This is an optimization exercise on Yosys and OpenROAD, whose aim is small area and a short achievable clock period, not a production implementation. Power is estimated from default activity; no workload was simulated.

// alu
module alu # ( parameter WIDTH = 16, CMD_WIDTH = 4 ) (
	input clk, rst,
	input CE,
	input CIN,
	input mode,
	input [1:0] INP_INVALID,
	input [ CMD_WIDTH-1 :0] CMD,
	input [ WIDTH-1 :0] opa,
	input [ WIDTH-1 :0] opb,
	output reg ERR, OFLOW, g , l, e, cout,
	output reg [ 2 * WIDTH :0] RES
);
Size: roughly 1700 cells after synthesis, roughly 82 I/O pins, about 0.012 sq mm of cells after synthesis.
export LEC_CHECK = 0
export ABC_AREA = 1
export CAP_MARGIN = 20
export CORE_MARGIN = 2
export CORE_UTILIZATION = 40
export GPL_TIMING_DRIVEN = 0
export SLEW_MARGIN = 20
create_clock -name core_clock -period 9.0 [get_ports {clk}]
standard.sh (not shown) runs the stock make flow with config.mk's settings and CLKGATE_MAP_FILE= SYNTH_SCRIPT=/design/flow/synth_recipe.tcl, a recipe that flattens the netlist after the stock synthesis.
==> flow/flow/run.sh <==
#!/bin/bash
# The standard layout (the standard.sh, all of its steps), with two changes:
#  - synthesis: Yosys's synth command also gets -noabc, so its quick generic
#    ABC pass does not rewrite the full adders before extract_fa maps them (that
#    pass leaves an inverter between most pairs of adder cells).  The rest of
#    the synthesis script is synth_recipe.tcl unchanged (-nofsm -noshare,
#    flatten, renames), and ORFS's own ABC mapping still runs afterwards.
#  - placement: buffer_ports uses sky130_fd_sc_hd__buf_1 for the port buffers
#    instead of the delay cell it picks by default; every input and output port
#    still gets its own buffer.
# The make output is kept in standard.log.
set -euo pipefail
{
  echo 'proc synth {args} { yosys synth -nofsm -noshare -noabc {*}$args }'
  tail -n +2 synth_recipe.tcl
} > synth_noabc.tcl
bash standard.sh SYNTH_SCRIPT="$PWD/synth_noabc.tcl" \
  BUFFER_PORTS_ARGS="-buffer_cell sky130_fd_sc_hd__buf_1" finish > standard.log 2>&1
Edit:
--- a/flow/design.v
+++ b/flow/design.v
@@ -53,19 +53,19 @@
                    op_incb | op_decb | op_sig;
     wire op_ext  = op_sub | op_subc | op_deca | op_decb | op_sig;
     wire op_lut  = op_and | op_nand | op_or | op_nor | op_xor | op_xnor | op_nota | op_notb;
     wire op_ok   = op_addt | op_cmp | op_mul | op_nop | op_lut | op_shq | op_shrb | op_shlb;
     wire op_err  = ~op_ok;
     wire [15:0] dec = 16'd1 << b[3:0];
     wire [15:0] dec_r = {dec[1], dec[2], dec[3], dec[4], dec[5], dec[6], dec[7], dec[8],
                          dec[9], dec[10], dec[11], dec[12], dec[13], dec[14], dec[15], dec[0]};
-    wire gm = ~mode | (CMD[3] & ~CMD[2] & (CMD[1] ^ CMD[0]));
-    wire [15:0] m  = (CMD[1] ? {a[14:0], 1'b0} : a) & {16{gm}};
-    wire [15:0] q  = mode ? b : (CMD[0] ? dec_r : dec);
+    wire gmul = CMD[3] & ~CMD[2] & (CMD[1] ^ CMD[0]);
+    wire [15:0] m  = CMD[1] ? {a[14:0], 1'b0} : a;
+    wire [15:0] q  = mode ? ({16{gmul}} & b) : (CMD[0] ? dec_r : dec);
     wire ena  = op_add | op_sub | op_addc | op_subc | op_cmp | op_amul | op_sig | op_inca | op_deca;
     wire enb1 = op_incb | op_decb;
     wire enb2 = op_add | op_sub | op_addc | op_subc | op_cmp | op_amul | op_sig;
     wire inv  = op_sub | op_subc | op_cmp | op_subs | op_deca | op_decb;
     wire [15:0] r1 = ({16{ena}} & a) | ({16{enb1}} & b);
     wire [15:0] r2 = ({16{enb2}} & b) ^ {16{inv}};
     wire cin = op_sub | op_cmp | op_subs | op_amul | op_inca | op_incb |
                (op_addc & CIN) | (op_subc & ~CIN);
=> Worst setup slack improved by 0.029 ns. Power falls by 5.4%. Fmax rose by 0.33%. Hold slack is better by 0.0093 ns. Non-clock buffer count grows by 11. First-iteration DRC count drops by about 3.4%. Synthesized cell count goes down by 3.6%.
No functional check of the RTL was part of any run of this note.


== alpha ==
alu, a different RTL version from the one above (not shown whole).
Size in the first run: ~39 flip-flops, ~0.014 sq mm of cells after synthesis.
clock: 9.0 ns
lec_check: 0
cap_margin: 20
core_margin: 2
core_utilization: 40
gpl_timing_driven: 0
slew_margin: 20
run.sh (not shown) runs the stock make flow with config.mk's settings and CLKGATE_MAP_FILE= SYNTH_SCRIPT=/design/flow/synth_recipe.tcl, a recipe that flattens the netlist after the stock synthesis.
Stock flow here: none of the scripts above is used.
alpha: full flow OK, the timing, DRC and antenna checks passed
Edits applied to the flow inputs when going from alpha to beta:
diff --git a/flow/design.v b/flow/design.v
--- a/flow/design.v
+++ b/flow/design.v
@@ -47,41 +47,44 @@
     wire op_shrb = lo & v01 & (CMD == 4'd10);
     wire op_shlb = lo & v01 & (CMD == 4'd11);
     wire op_sig  = op_adds | op_subs;
     wire op_mul  = op_amul | op_smul;
     wire op_shq  = op_rol | op_ror | op_shla | op_shra;
     wire op_addt = op_add | op_sub | op_addc | op_subc | op_inca | op_deca |
                    op_incb | op_decb | op_sig;
     wire op_ext  = op_sub | op_subc | op_deca | op_decb | op_sig;
     wire op_lut  = op_and | op_nand | op_or | op_nor | op_xor | op_xnor | op_nota | op_notb;
     wire op_ok   = op_addt | op_cmp | op_mul | op_nop | op_lut | op_shq | op_shrb | op_shlb;
     wire op_err  = ~op_ok;
-    wire [15:0] dec = 16'd1 << b[3:0];
-    wire [15:0] dec_r = {dec[1], dec[2], dec[3], dec[4], dec[5], dec[6], dec[7], dec[8],
-                         dec[9], dec[10], dec[11], dec[12], dec[13], dec[14], dec[15], dec[0]};
     wire [15:0] m  = {a[15] & ~op_smul, a[14:0]};
-    wire [15:0] q  = mode ? b : (CMD[0] ? dec_r : dec);
+    wire [15:0] q  = b;
     wire [15:0] r1 = {16{op_amul}} & a;
     wire [15:0] r2 = {16{op_amul}} & b;
     wire cin = op_amul;
     wire sel_xb = op_incb | op_decb;
     wire eny = op_add | op_sub | op_addc | op_subc | op_cmp | op_sig;
     wire inv = op_sub | op_subc | op_cmp | op_subs | op_deca | op_decb;
     wire [15:0] x = sel_xb ? b : a;
     wire [15:0] y = ({16{eny}} & b) ^ {16{inv}};
     wire ci = op_sub | op_cmp | op_subs | op_inca | op_incb |
               (op_addc & CIN) | (op_subc & ~CIN);
     wire [16:0] s = {1'b0, x} + {1'b0, y} + {16'd0, ci};
     wire kinv = op_sub | op_subc | op_cmp | op_deca | op_decb | (op_sig & (x[15] ^ y[15]));
     wire hb = s[16] ^ kinv;
     wire z = ~|s[15:0];
+    wire [3:0] rk = b[3:0] ^ {4{op_ror}};
+    wire [15:0] rt0 = op_ror ? {a[14:0], a[15]} : a;        
+    wire [15:0] rt1 = rk[0] ? {rt0[14:0], rt0[15]}    : rt0;
+    wire [15:0] rt2 = rk[1] ? {rt1[13:0], rt1[15:14]} : rt1;
+    wire [15:0] rt3 = rk[2] ? {rt2[11:0], rt2[15:12]} : rt2;
+    wire [15:0] rot = rk[3] ? {rt3[7:0],  rt3[15:8]}  : rt3;
     wire [32:0] p;
   wire pp0_0 = q[0] & m[0];
   wire pp0_1 = q[0] & m[1];
   wire pp0_2 = q[0] & m[2];
   wire pp0_3 = q[0] & m[3];
   wire pp0_4 = q[0] & m[4];
   wire pp0_5 = q[0] & m[5];
   wire pp0_6 = q[0] & m[6];
   wire pp0_7 = q[0] & m[7];
   wire pp0_8 = q[0] & m[8];
   wire pp0_9 = q[0] & m[9];
@@ -1047,24 +1050,23 @@
     wire t00 = op_nand | op_nor | op_xnor | op_nota | op_notb;
     wire t01 = op_nand | op_or  | op_xor  | op_nota;
     wire t10 = op_nand | op_or  | op_xor  | op_notb;
     wire t11 = op_and  | op_or  | op_xnor;
     wire [15:0] lut;
     genvar gi;
     generate for (gi = 0; gi < 16; gi = gi + 1) begin : g_lut
         assign lut[gi] = a[gi] ? (b[gi] ? t11 : t10) : (b[gi] ? t01 : t00);
     end endgenerate
     wire sel_r  = op_rol | op_ror;
     wire [15:0] res_lo = ({16{op_amul}} & p[15:0]) | ({16{op_smul}} & {p[14:0], 1'b0}) |
-                         ({16{op_addt}} & s[15:0]) | lut |
-                         ({16{sel_r}} & (p[15:0] | p[31:16])) |
+                         ({16{op_addt}} & s[15:0]) | ({16{sel_r}} & rot) | lut |
                          ({16{op_shla}} & {a[14:0], 1'b0}) | ({16{op_shra}} & {1'b0, a[15:1]}) |
                          ({16{op_shlb}} & {b[14:0], 1'b0}) | ({16{op_shrb}} & {1'b0, b[15:1]});
     wire res_16 = (op_amul & p[16]) | (op_smul & p[15]) | (op_addt & hb);
     wire [15:0] res_hi = ({16{op_amul}} & p[32:17]) | ({16{op_smul}} & p[31:16]) |
                          {16{op_ext & hb}};
     wire [32:0] res_n = {res_hi, res_16, res_lo};
     wire op_fl   = op_cmp | op_sig;
     wire cout_n  = op_addt & hb;
     wire oflow_n = ((op_addc | op_subc | op_inca | op_incb) & hb) | (op_sig & (hb ^ s[15]));
     wire g_n     = op_fl & ~hb & ~z;
     wire l_n     = op_fl & hb;
[summary]
Delta (beta minus alpha): non-clock buffer count shrank by about 1.5%; sequential fraction of total cell area held steady; total placed instance area grew by 860 sq um; fraction of registers with async set or reset after synthesis held steady; minimum hold slack grew by 0.0041 ns.
alpha leaves more setup margin than beta.
Quantity of gates resized following cts, beta and alpha: smaller value in beta
Design area: beta > alpha
Function was not checked in any run of this note: the RTL went through the layout flow alone.

## separate check: timing with driven ports
The flow's constraints put no driver on any port. The routed layouts listed below were extracted and timed again, unchanged, in two steps. Step 1 sets driving cells, clkbuf_16 on the clock port and buf_2 on the other inputs (assumed; they add their load-dependent delay and slew). Step 2 adds t to the input delays and takes it off the output delays; t is the mean of the earliest and latest rising clock arrival at the registers after step 1. Input paths then give back, and output paths get back, about the clock's delay inside the block. Slacks: no drivers / after step 1 / after step 2; pairs: no drivers / after step 1.
run	t (ns)	setup WS [ns]	hold slack, ns	worst setup path after step 2	clock arrival spread, ns
the first run of note 1	0.321	0.235 / 0.248 / -0.073	0.478 / 0.478 / 0.478	input to register	0.002 / 0.003
the second run of note 1	0.337	0.264 / 0.284 / -0.052	0.487 / 0.487 / 0.487	input to register	0.011 / 0.011
alpha	0.319	0.174 / 0.175 / -0.144	0.482 / 0.482 / 0.482	input to register	0.003 / 0.004
beta	0.356	0.160 / 0.176 / -0.180	0.486 / 0.486 / 0.486	input to register	0.010 / 0.010
Met with ideal ports but missed after step 2: setup timing in every run listed. The setup slack of beta, which loses most, moves by +0.016 ns with the drivers and by -0.340 ns with both steps.
